Source: an optimization exercise on an open RTL-to-GDS flow (aim: small area, a short achievable clock period and few clock cycles per item). Production flows keep margins and buffers that such runs may drop.
No run shown here included a check of the RTL's function; only the layout flow was run.
No activity file was given, so power comes from the tool's default toggle rates.

## flow/design.v (module list and top-level ports; edited modules follow where they fit)
// module tag: 903 lines
// module rsdp_tag: 29 lines
module rsdp_tag (
   input          clk,
   input          rst,
   input          start,
   input          csel,
   input          ssel,
   input  [237:0] b,
   input  [237:0] a,
   input  [135:0] y,
   input  [135:0] x,
   input  [6:0]   e,
   output         ready,
   output         done,
   output [6:0]   u
);
  // ...
==> flow/run.sh <==
#!/bin/bash
# synth_recipe.tcl (not shown) runs the flow's synth.tcl, then flattens the netlist and writes it again
# the make line also repeats each setting of config.mk as NAME=value (left out here)
make -C /OpenROAD-flow-scripts/flow DESIGN_CONFIG=/design/flow/config.mk WORK_HOME=/design/flow/orfs CLKGATE_MAP_FILE= SYNTH_SCRIPT=/design/flow/synth_recipe.tcl finish
==> flow/config.mk <==
export PLATFORM = sky130hd
export DESIGN_NAME = rsdp_tag
export DESIGN_NICKNAME = rsdp_tag
export VERILOG_FILES = /design/flow/design.v
export SDC_FILE = /design/flow/constraint.sdc
export NUM_CORES = 4
export LEC_CHECK = 0
export CAP_MARGIN = 20
export CORE_MARGIN = 2
export CORE_UTILIZATION = 35
export SLEW_MARGIN = 20
==> flow/constraint.sdc <==
create_clock -name core_clock -period 8.0 [get_ports {clk}]
set_input_delay 1.6000 -clock core_clock [delete_from_list [all_inputs] [get_ports {clk}]]
set_output_delay 1.6000 -clock core_clock [all_outputs]
set_load 0.01 [all_outputs]
==> results.toml, run 1 <==
[status]
status = "timing/DRC/antenna clean"

[logic_synthesis]
synth_ff_type = "dfxtp_1"
yosys_warnings = 2
synth_top_area_share_pct = 17.4
synth_edf_count = 0
synth_top_cell_by_area = "fa_1"
ys_async_sr_fraction_pct = 0

[finish]
multi_input_area_um2 = 22800
largest_class = "multi-input combinational cells"
multi_input_gates = 2466
final_cell_mix = "765 x clkdlybuf4s50_1, 340 x mux2i_1, 274 x inv_1, 232 x fa_1, 211 x mux2_2"
multi_input_area_share_pct = 63.4
mostFrequentLayoutCell = "clkdlybuf4s50_1"

[sta]
tightest_slew_ns = 1.10
hold-worst-slack_ns = 0.446

[routing]
drcViolationCount = 0
vias_per_cell = 5.68
ant_nets = 0
met1Wirelength_um = 48600
routedWlPerCell_um = 23.9

[setup_path]
r2r_setup_slack_ns = 4.14
cp.required_ns = 8.29

[global_route]
grt_overflow = 0
grt_use_met1_pct = 36.2

[placement]
dp_cells = 4628
==> module rsdp_tag, before the edit <==
module rsdp_tag (
   input          clk,
   input          rst,
   input          start,
   input          csel,
   input          ssel,
   input  [237:0] b,
   input  [237:0] a,
   input  [135:0] y,
   input  [135:0] x,
   input  [6:0]   e,
   output         ready,
   output         done,
   output [6:0]   u
);
   reg [2:0] vld;
   assign ready = 1'b1;
   assign done  = vld[2];
   tag core (
      .clk(clk), .csel(csel), .ssel(ssel),
      .b(b), .a(a), .y(y), .x(x), .e(e), .u(u)
   );
   always @(posedge clk) begin
      if (rst)
         vld <= 3'd0;
      else
         vld <= {vld[1:0], start};
   end
endmodule
==> run 2: changes to the inputs <==
--- a/flow/design.v
+++ b/flow/design.v
@@ -81,44 +81,16 @@
    reg q1_6_3;
    reg q1_6_4;
    reg q1_6_5;
    reg q1_6_6;
    reg q1_6_7;
    reg q1_6_8;
    reg q1_6_9;
    reg q1_6_10;
-   reg q2_0_0;
-   reg q2_0_1;
-   reg q2_0_2;
-   reg q2_0_3;
-   reg q2_1_0;
-   reg q2_1_1;
-   reg q2_1_2;
-   reg q2_1_3;
-   reg q2_2_0;
-   reg q2_2_1;
-   reg q2_2_2;
-   reg q2_2_3;
-   reg q2_3_0;
-   reg q2_3_1;
-   reg q2_3_2;
-   reg q2_3_3;
-   reg q2_4_0;
-   reg q2_4_1;
-   reg q2_4_2;
-   reg q2_4_3;
-   reg q2_5_0;
-   reg q2_5_1;
-   reg q2_5_2;
-   reg q2_5_3;
-   reg q2_6_0;
-   reg q2_6_1;
-   reg q2_6_2;
-   reg q2_6_3;
    reg [6:0] ur;
    wire [6:0] c0 = csel ? a[6:0] : b[6:0];
    wire [3:0] k0 = ssel ? x[3:0] : y[3:0];
    wire [6:0] r0a = k0[0] ? {c0[5:0], c0[6]} : c0;
    wire [6:0] r0b = k0[1] ? {r0a[4:0], r0a[6:5]} : r0a;
    wire [6:0] r0c = k0[2] ? {r0b[2:0], r0b[6:3]} : r0b;
    wire [6:0] t0 = r0c ^ {7{k0[3]}};
    wire [6:0] c1 = csel ? a[13:7] : b[13:7];
@@ -748,48 +720,66 @@
    wire s6_5_0 = o5_4_0 ^ o5_4_1 ^ s5_5_0;
    wire o6_5_0 = (o5_4_0 & o5_4_1) | (o5_4_0 & s5_5_0) | (o5_4_1 & s5_5_0);
    wire s6_5_1 = s5_5_1 ^ q1_5_9 ^ q1_5_10;
    wire o6_5_1 = (s5_5_1 & q1_5_9) | (s5_5_1 & q1_5_10) | (q1_5_9 & q1_5_10);
    wire s6_6_0 = o5_5_0 ^ o5_5_1 ^ s5_6_0;
    wire o6_6_0 = (o5_5_0 & o5_5_1) | (o5_5_0 & s5_6_0) | (o5_5_1 & s5_6_0);
    wire s6_6_1 = s5_6_1 ^ q1_6_9 ^ q1_6_10;
    wire o6_6_1 = (s5_6_1 & q1_6_9) | (s5_6_1 & q1_6_10) | (q1_6_9 & q1_6_10);
-   wire s7_0_0 = q2_0_0 ^ q2_0_1 ^ q2_0_2;
-   wire o7_0_0 = (q2_0_0 & q2_0_1) | (q2_0_0 & q2_0_2) | (q2_0_1 & q2_0_2);
-   wire s7_1_0 = q2_1_0 ^ q2_1_1 ^ q2_1_2;
-   wire o7_1_0 = (q2_1_0 & q2_1_1) | (q2_1_0 & q2_1_2) | (q2_1_1 & q2_1_2);
-   wire s7_2_0 = q2_2_0 ^ q2_2_1 ^ q2_2_2;
-   wire o7_2_0 = (q2_2_0 & q2_2_1) | (q2_2_0 & q2_2_2) | (q2_2_1 & q2_2_2);
-   wire s7_3_0 = q2_3_0 ^ q2_3_1 ^ q2_3_2;
-   wire o7_3_0 = (q2_3_0 & q2_3_1) | (q2_3_0 & q2_3_2) | (q2_3_1 & q2_3_2);
-   wire s7_4_0 = q2_4_0 ^ q2_4_1 ^ q2_4_2;
-   wire o7_4_0 = (q2_4_0 & q2_4_1) | (q2_4_0 & q2_4_2) | (q2_4_1 & q2_4_2);
-   wire s7_5_0 = q2_5_0 ^ q2_5_1 ^ q2_5_2;
-   wire o7_5_0 = (q2_5_0 & q2_5_1) | (q2_5_0 & q2_5_2) | (q2_5_1 & q2_5_2);
-   wire s7_6_0 = q2_6_0 ^ q2_6_1 ^ q2_6_2;
-   wire o7_6_0 = (q2_6_0 & q2_6_1) | (q2_6_0 & q2_6_2) | (q2_6_1 & q2_6_2);
-   wire s8_0_0 = s7_0_0 ^ q2_0_3 ^ o7_6_0;
-   wire o8_0_0 = (s7_0_0 & q2_0_3) | (s7_0_0 & o7_6_0) | (q2_0_3 & o7_6_0);
-   wire s8_1_0 = o7_0_0 ^ s7_1_0 ^ q2_1_3;
-   wire o8_1_0 = (o7_0_0 & s7_1_0) | (o7_0_0 & q2_1_3) | (s7_1_0 & q2_1_3);
-   wire s8_2_0 = o7_1_0 ^ s7_2_0 ^ q2_2_3;
-   wire o8_2_0 = (o7_1_0 & s7_2_0) | (o7_1_0 & q2_2_3) | (s7_2_0 & q2_2_3);
-   wire s8_3_0 = o7_2_0 ^ s7_3_0 ^ q2_3_3;
-   wire o8_3_0 = (o7_2_0 & s7_3_0) | (o7_2_0 & q2_3_3) | (s7_3_0 & q2_3_3);
-   wire s8_4_0 = o7_3_0 ^ s7_4_0 ^ q2_4_3;
-   wire o8_4_0 = (o7_3_0 & s7_4_0) | (o7_3_0 & q2_4_3) | (s7_4_0 & q2_4_3);
-   wire s8_5_0 = o7_4_0 ^ s7_5_0 ^ q2_5_3;
-   wire o8_5_0 = (o7_4_0 & s7_5_0) | (o7_4_0 & q2_5_3) | (s7_5_0 & q2_5_3);
-   wire s8_6_0 = o7_5_0 ^ s7_6_0 ^ q2_6_3;
-   wire o8_6_0 = (o7_5_0 & s7_6_0) | (o7_5_0 & q2_6_3) | (s7_6_0 & q2_6_3);
-   wire [6:0] fa_ = {o8_5_0, o8_4_0, o8_3_0, o8_2_0, o8_1_0, o8_0_0, s8_0_0};
-   wire [6:0] fb_ = {s8_6_0, s8_5_0, s8_4_0, s8_3_0, s8_2_0, s8_1_0, o8_6_0};
-   wire [7:0] fs_ = {1'b0, fa_} + {1'b0, fb_};
-   wire [6:0] u_sum = fs_[6:0] + {6'd0, fs_[7]};
+   wire s7_0_0 = s6_0_0 ^ s6_0_1 ^ o6_6_0;
+   wire o7_0_0 = (s6_0_0 & s6_0_1) | (s6_0_0 & o6_6_0) | (s6_0_1 & o6_6_0);
+   wire s7_1_0 = o6_0_0 ^ o6_0_1 ^ s6_1_0;
+   wire o7_1_0 = (o6_0_0 & o6_0_1) | (o6_0_0 & s6_1_0) | (o6_0_1 & s6_1_0);
+   wire s7_2_0 = o6_1_0 ^ o6_1_1 ^ s6_2_0;
+   wire o7_2_0 = (o6_1_0 & o6_1_1) | (o6_1_0 & s6_2_0) | (o6_1_1 & s6_2_0);
+   wire s7_3_0 = o6_2_0 ^ o6_2_1 ^ s6_3_0;
+   wire o7_3_0 = (o6_2_0 & o6_2_1) | (o6_2_0 & s6_3_0) | (o6_2_1 & s6_3_0);
+   wire s7_4_0 = o6_3_0 ^ o6_3_1 ^ s6_4_0;
+   wire o7_4_0 = (o6_3_0 & o6_3_1) | (o6_3_0 & s6_4_0) | (o6_3_1 & s6_4_0);
+   wire s7_5_0 = o6_4_0 ^ o6_4_1 ^ s6_5_0;
+   wire o7_5_0 = (o6_4_0 & o6_4_1) | (o6_4_0 & s6_5_0) | (o6_4_1 & s6_5_0);
+   wire s7_6_0 = o6_5_0 ^ o6_5_1 ^ s6_6_0;
+   wire o7_6_0 = (o6_5_0 & o6_5_1) | (o6_5_0 & s6_6_0) | (o6_5_1 & s6_6_0);
+   wire s8_0_0 = s7_0_0 ^ o6_6_1 ^ o7_6_0;
+   wire o8_0_0 = (s7_0_0 & o6_6_1) | (s7_0_0 & o7_6_0) | (o6_6_1 & o7_6_0);
+   wire s8_1_0 = o7_0_0 ^ s7_1_0 ^ s6_1_1;
+   wire o8_1_0 = (o7_0_0 & s7_1_0) | (o7_0_0 & s6_1_1) | (s7_1_0 & s6_1_1);
+   wire s8_2_0 = o7_1_0 ^ s7_2_0 ^ s6_2_1;
+   wire o8_2_0 = (o7_1_0 & s7_2_0) | (o7_1_0 & s6_2_1) | (s7_2_0 & s6_2_1);
+   wire s8_3_0 = o7_2_0 ^ s7_3_0 ^ s6_3_1;
+   wire o8_3_0 = (o7_2_0 & s7_3_0) | (o7_2_0 & s6_3_1) | (s7_3_0 & s6_3_1);
+   wire s8_4_0 = o7_3_0 ^ s7_4_0 ^ s6_4_1;
+   wire o8_4_0 = (o7_3_0 & s7_4_0) | (o7_3_0 & s6_4_1) | (s7_4_0 & s6_4_1);
+   wire s8_5_0 = o7_4_0 ^ s7_5_0 ^ s6_5_1;
+   wire o8_5_0 = (o7_4_0 & s7_5_0) | (o7_4_0 & s6_5_1) | (s7_5_0 & s6_5_1);
+   wire s8_6_0 = o7_5_0 ^ s7_6_0 ^ s6_6_1;
+   wire o8_6_0 = (o7_5_0 & s7_6_0) | (o7_5_0 & s6_6_1) | (s7_6_0 & s6_6_1);
+   wire g0_ = s8_0_0 & o8_6_0;
+   wire p0_ = s8_0_0 ^ o8_6_0;
+   wire g1_ = o8_0_0 & s8_1_0;
+   wire p1_ = o8_0_0 ^ s8_1_0;
+   wire g2_ = o8_1_0 & s8_2_0;
+   wire p2_ = o8_1_0 ^ s8_2_0;
+   wire g3_ = o8_2_0 & s8_3_0;
+   wire p3_ = o8_2_0 ^ s8_3_0;
+   wire g4_ = o8_3_0 & s8_4_0;
+   wire p4_ = o8_3_0 ^ s8_4_0;
+   wire g5_ = o8_4_0 & s8_5_0;
+   wire p5_ = o8_4_0 ^ s8_5_0;
+   wire g6_ = o8_5_0 & s8_6_0;
+   wire p6_ = o8_5_0 ^ s8_6_0;
+   wire cy0_ = (g6_) | (p6_ & g5_) | (p6_ & p5_ & g4_) | (p6_ & p5_ & p4_ & g3_) | (p6_ & p5_ & p4_ & p3_ & g2_) | (p6_ & p5_ & p4_ & p3_ & p2_ & g1_) | (p6_ & p5_ & p4_ & p3_ & p2_ & p1_ & g0_);
+   wire cy1_ = (g0_) | (p0_ & g6_) | (p0_ & p6_ & g5_) | (p0_ & p6_ & p5_ & g4_) | (p0_ & p6_ & p5_ & p4_ & g3_) | (p0_ & p6_ & p5_ & p4_ & p3_ & g2_) | (p0_ & p6_ & p5_ & p4_ & p3_ & p2_ & g1_);
+   wire cy2_ = (g1_) | (p1_ & g0_) | (p1_ & p0_ & g6_) | (p1_ & p0_ & p6_ & g5_) | (p1_ & p0_ & p6_ & p5_ & g4_) | (p1_ & p0_ & p6_ & p5_ & p4_ & g3_) | (p1_ & p0_ & p6_ & p5_ & p4_ & p3_ & g2_);
+   wire cy3_ = (g2_) | (p2_ & g1_) | (p2_ & p1_ & g0_) | (p2_ & p1_ & p0_ & g6_) | (p2_ & p1_ & p0_ & p6_ & g5_) | (p2_ & p1_ & p0_ & p6_ & p5_ & g4_) | (p2_ & p1_ & p0_ & p6_ & p5_ & p4_ & g3_);
+   wire cy4_ = (g3_) | (p3_ & g2_) | (p3_ & p2_ & g1_) | (p3_ & p2_ & p1_ & g0_) | (p3_ & p2_ & p1_ & p0_ & g6_) | (p3_ & p2_ & p1_ & p0_ & p6_ & g5_) | (p3_ & p2_ & p1_ & p0_ & p6_ & p5_ & g4_);
+   wire cy5_ = (g4_) | (p4_ & g3_) | (p4_ & p3_ & g2_) | (p4_ & p3_ & p2_ & g1_) | (p4_ & p3_ & p2_ & p1_ & g0_) | (p4_ & p3_ & p2_ & p1_ & p0_ & g6_) | (p4_ & p3_ & p2_ & p1_ & p0_ & p6_ & g5_);
+   wire cy6_ = (g5_) | (p5_ & g4_) | (p5_ & p4_ & g3_) | (p5_ & p4_ & p3_ & g2_) | (p5_ & p4_ & p3_ & p2_ & g1_) | (p5_ & p4_ & p3_ & p2_ & p1_ & g0_) | (p5_ & p4_ & p3_ & p2_ & p1_ & p0_ & g6_);
+   wire [6:0] u_sum = {p6_ ^ cy6_, p5_ ^ cy5_, p4_ ^ cy4_, p3_ ^ cy3_, p2_ ^ cy2_, p1_ ^ cy1_, p0_ ^ cy0_};
    assign u = ur;
    always @(posedge clk) begin
       q1_0_0 <= s3_0_0;
       q1_0_1 <= s3_0_1;
       q1_0_2 <= s3_0_2;
       q1_0_3 <= s3_0_3;
       q1_0_4 <= s3_0_4;
       q1_0_5 <= o2_6_7;
@@ -859,44 +849,16 @@
       q1_6_3 <= o3_5_3;
       q1_6_4 <= o3_5_4;
       q1_6_5 <= s3_6_0;
       q1_6_6 <= s3_6_1;
       q1_6_7 <= s3_6_2;
       q1_6_8 <= s3_6_3;
       q1_6_9 <= s3_6_4;
       q1_6_10 <= s2_6_7;
-      q2_0_0 <= s6_0_0;
-      q2_0_1 <= s6_0_1;
-      q2_0_2 <= o6_6_0;
-      q2_0_3 <= o6_6_1;
-      q2_1_0 <= o6_0_0;
-      q2_1_1 <= o6_0_1;
-      q2_1_2 <= s6_1_0;
-      q2_1_3 <= s6_1_1;
-      q2_2_0 <= o6_1_0;
-      q2_2_1 <= o6_1_1;
-      q2_2_2 <= s6_2_0;
-      q2_2_3 <= s6_2_1;
-      q2_3_0 <= o6_2_0;
-      q2_3_1 <= o6_2_1;
-      q2_3_2 <= s6_3_0;
-      q2_3_3 <= s6_3_1;
-      q2_4_0 <= o6_3_0;
-      q2_4_1 <= o6_3_1;
-      q2_4_2 <= s6_4_0;
-      q2_4_3 <= s6_4_1;
-      q2_5_0 <= o6_4_0;
-      q2_5_1 <= o6_4_1;
-      q2_5_2 <= s6_5_0;
-      q2_5_3 <= s6_5_1;
-      q2_6_0 <= o6_5_0;
-      q2_6_1 <= o6_5_1;
-      q2_6_2 <= s6_6_0;
-      q2_6_3 <= s6_6_1;
       ur[0] <= u_sum[0];
       ur[1] <= u_sum[1];
       ur[2] <= u_sum[2];
       ur[3] <= u_sum[3];
       ur[4] <= u_sum[4];
       ur[5] <= u_sum[5];
       ur[6] <= u_sum[6];
    end
@@ -911,22 +873,22 @@
    input  [237:0] a,
    input  [135:0] y,
    input  [135:0] x,
    input  [6:0]   e,
    output         ready,
    output         done,
    output [6:0]   u
 );
-   reg [2:0] vld;
+   reg [1:0] vld;
    assign ready = 1'b1;
-   assign done  = vld[2];
+   assign done  = vld[1];
    tag core (
       .clk(clk), .csel(csel), .ssel(ssel),
       .b(b), .a(a), .y(y), .x(x), .e(e), .u(u)
    );
    always @(posedge clk) begin
       if (rst)
-         vld <= 3'd0;
+         vld <= 2'd0;
       else
-         vld <= {vld[1:0], start};
+         vld <= {vld[0:0], start};
    end
 endmodule
==> flow/flow/run.sh (new file) <==
#!/bin/bash
# Standard ORFS layout (the standard.sh, unchanged synthesis), with the
# port buffers that global placement inserts made from buf_1 cells instead of
# the default delay buffers. Every input and output port still gets a buffer.
set -euo pipefail
export BUFFER_PORTS_ARGS="-buffer_cell sky130_fd_sc_hd__buf_1"
bash standard.sh > orfs_make.log 2>&1
==> flow/standard.sh (new file) <==
#!/bin/bash
# synth_recipe.tcl (not shown) runs the flow's synth.tcl, then flattens the netlist and writes it again
# the make line also repeats each setting of config.mk as NAME=value (left out here)
make -C /OpenROAD-flow-scripts/flow DESIGN_CONFIG=/design/flow/config.mk WORK_HOME=/design/flow/orfs CLKGATE_MAP_FILE= SYNTH_SCRIPT=/design/flow/synth_recipe.tcl "${@:-finish}"
removed: flow/run.sh
==> run 2 against run 1 <==
  * Die area is 2.4% higher
  * First-iteration DRC count is 1.3% higher
  * Critical endpoint is now core.q1_3_9$_DFF_P_
  * Sequential cell count is 29 lower
  * Total power is 100% higher
  * Still clean on timing, DRC and antenna
  * Synthesized cell count is 3.2% higher
  * Routed wire length is 1.8% higher
==> results.toml, run 2 <==
[finish]
final_util_pct = 40.7
top_register = "core.ur"
reg_top3 = "core.ur: 7 flops, vld: 2 flops"
layout-drive-gt1-share_pct = 13.7
stdcell_area_um2 = 31500
mostFrequentLayoutCell = "buf_1"
largest_reg_flops = 7
synthToLayoutAreaGrowth_pct = 15.2
final_cell_mix = "765 x buf_1, 286 x mux2_2, 277 x inv_1, 253 x mux2i_1, 231 x fa_1"
final_nets = 4757

[routing]
drcViolationCount = 0
num_vias = 27500
drt-total-wl_um = 114000
drt_iter0_drc = 2196
vias_per_cell = 5.72
ant_nets = 0
routedWlPerCell_um = 23.6
first_pass_iters = 5

[clocking]
root_buffer = "clkbuf_16"
holdBufCountCts = 0
cts_tree = "yes"
cts.clk_slew.worst_paths_ns = 0.07
clock-sinks = 86
clock_latency_ns = 0.35
htree_levels = 3
cts_buffers = 9
cts_setup_buffers = 0
cts_resized = 0
clock_path_buffers = 2

[sta]
worst_slack_ns = 2.16
slew_headroom_pct = 29.7
period_needed_ns = 5.84
rsz0062_at_grt = "no"
hold_viol = 0
hold-worst-slack_ns = 0.438
period_share_pct = 73.0
fin_tns_setup_ns = 0
maxSlewViolCount = 0
tightest_slew_ns = 1.03
final-setup-viol-count = 0
timing.fmax_mhz = 171
skew_ns = 0.0103

[placement]
io_buffers = 767
dp_hpwl_um = 100000
gp_congestion = 0.951
place_ws_ns = 1.79
placed_area_um2 = 31200

[global_route]
grt_pass1_vias = 26800
antenna_found_initial = 13
grt_overflow = 0
track_usage_pct = 27.0
grt_pass1_wl_um = 167000
grt_max_degree = 107

[logic_synthesis]
syn_inst = 3052
yosysMostFrequentCell = "mux2_2"
avgSynthCellArea_um2 = 8.97
synth_top_area_share_pct = 16.9
synth_ff_type = "dfxtp_1"
syn_nets = 4056
ys_seq_area_share_pct = 6.29
synth_top_cell_by_area = "fa_1"
ys_ff_latch = 86
synthTopCellsByArea = "fa_1 17%, mux2_2 12%, mux2i_1 9.5%"
synth.cell_area_um2 = 27400
ys_types = 74
ys_async_sr_fraction_pct = 0
yosys_warnings = 2
synth_common_cells = "286 x mux2_2, 277 x inv_1, 259 x mux2i_1"
synth_edf_count = 0

[setup_path]
crit_fanout = 106
critPathLaunchType = "input pin"
r2r-start = "core.q1_0_2$_DFF_P_"
r2r_setup_slack_ns = 3.48
critical_path_class = "in -> reg"
reg2reg_depth = 13
cp.required_ns = 8.23
crit_path_end_kind = "flop"
worst_r2r_endpoint = "core.ur[3]$_DFF_P_"
worstPathArrival_ns = 6.07

[power_and_ir_drop]
vdd_drop_max_v = 0.00249
leakagePower_nw = 12.1
p_per_area_nw_per_um2 = 606

[die]
die_h_um = 284
dieArea_um2 = 80500
start_util_pct = 35.3
rows = 102
die_width_um = 284
core_um2 = 77500
ioPinCount = 769

[hold_path]
hold-path-endpoint = "vld[1]$_SDFF_PP0_"
hold_path_depth = 1
min_path_type = "reg -> reg"
worstHoldStart = "vld[0]$_SDFF_PP0_"

[status]
status = "timing/DRC/antenna clean"

[flow_run]
cap_violations = 0
[run 2: cell count changes in the layout (fill, tap and decap cells not counted), sizes merged, moves of 50 or more]
cell / change
a21oi: -109
and3b: +50
buf: +770
clkdlybuf4s50: -765
mux2: +84
mux2i: -73
nand2: -77
nor2: +109
o21ai: +107
or2: +59
[run 2: how the worst max path moves through the flow]
stage	from	endpoint	slack, ns	cells after the start
floorplan	csel	core.q1_3_9$_DFF_P_	3.10	11
global placement	ssel	core.q1_6_9$_DFF_P_	1.77	10
detailed placement	ssel	core.q1_4_9$_DFF_P_	1.79	10
CTS	ssel	core.q1_0_0$_DFF_P_	2.16	11
global route	ssel	core.q1_2_9$_DFF_P_	1.97	11
finish	ssel	core.q1_3_9$_DFF_P_	2.16	11
[run 2: kinds of logic after synthesis]
group / synth area share (%)
flip-flops: 6.29
AND/OR/NAND/NOR: 12.7
adder cells (fa/ha/maj): 17.5
buffers and inverters: 6.22
XOR/XNOR: 7.84
AO/OA/AOI/OAI: 24.6
other: 0.0137
multiplexers: 24.8
[run 2: routing by layer]
layer | share of wire (%) | vias up | track usage [%]
met5 | 0.046 | - | 0
met4 | 2.7 | 8 | 6.57
met3 | 6.3 | 127 | 3.42
met2 | 48 | 1267 | 46.5
met1 | 43 | 13300 | 35.6
li1 | - | 12900 | -
[run 2: area by class of cell]
type                       instances  area [um2]
antenna                           15        37.5
clock buffer                      10         239
clock inverter                     5        41.3
fill                            7973       45900
inverter                         277        1040
multi-input combinational       2577       24000
sequential                        86        1720
tap                             1040        1300
timing repair buffer             802        3190
[run 2: stage by stage]
stage / std cells / power, mW
after floorplan: 3052 / 14.6
after global placement: 4782 / 18.5
after detailed placement: 4782 / 18.7
after CTS: 4797 / 19.2
after global routing: 4804 / 20.9
final: 4812 / 19.1
[run 2: worst max-delay path, cell delays in order]
cell and delay [ns]:
clkbuf_4 0.67, buf_12 0.47, mux2i_2 0.56, mux2i_1 0.36, o22ai_1 0.11, a221oi_1 0.31, xnor2_1 0.24, fa_1 0.59
inv_1 0.06, fa_1 0.50, fa_1 0.48
[run 2: report_power, final]
part	internal (mW)	switching, mW
logic	7.41	10.2
registers	0.942	0.112
clock network	0.222	0.204
total	8.58	10.5

==> separate check: timing with driven ports <==
No port has a modelled driver above. Below, the same layouts with a new extraction and two added sets of constraints.
Step 1 sets driving cells, clkbuf_16 on the clock port and buf_2 on the other inputs (assumed; they add their load-dependent delay and slew).
Step 2 moves the port delays by t, midway between the first and last clock arrival at a register: inputs arrive t later, outputs are due t later. That takes back most of the time a late clock gives input paths.
Three values: no drivers, after step 1, after step 2; two values: the first two.
| run | t (ns) | slack for setup (ns) | hold WS [ns] | cell pins on the clock port's net |
|---|---|---|---|---|
| run 1 | 0.452 | 2.047 / 2.043 / 1.591 | 0.446 / 0.446 / 0.446 | 1 |
| run 2 | 0.386 | 2.157 / 2.165 / 1.779 | 0.438 / 0.438 / 0.438 | 1 |
After both steps every run listed still meets setup and hold. The setup slack of run 1, which loses most, moves by -0.004 ns with the drivers and by -0.456 ns with both steps.
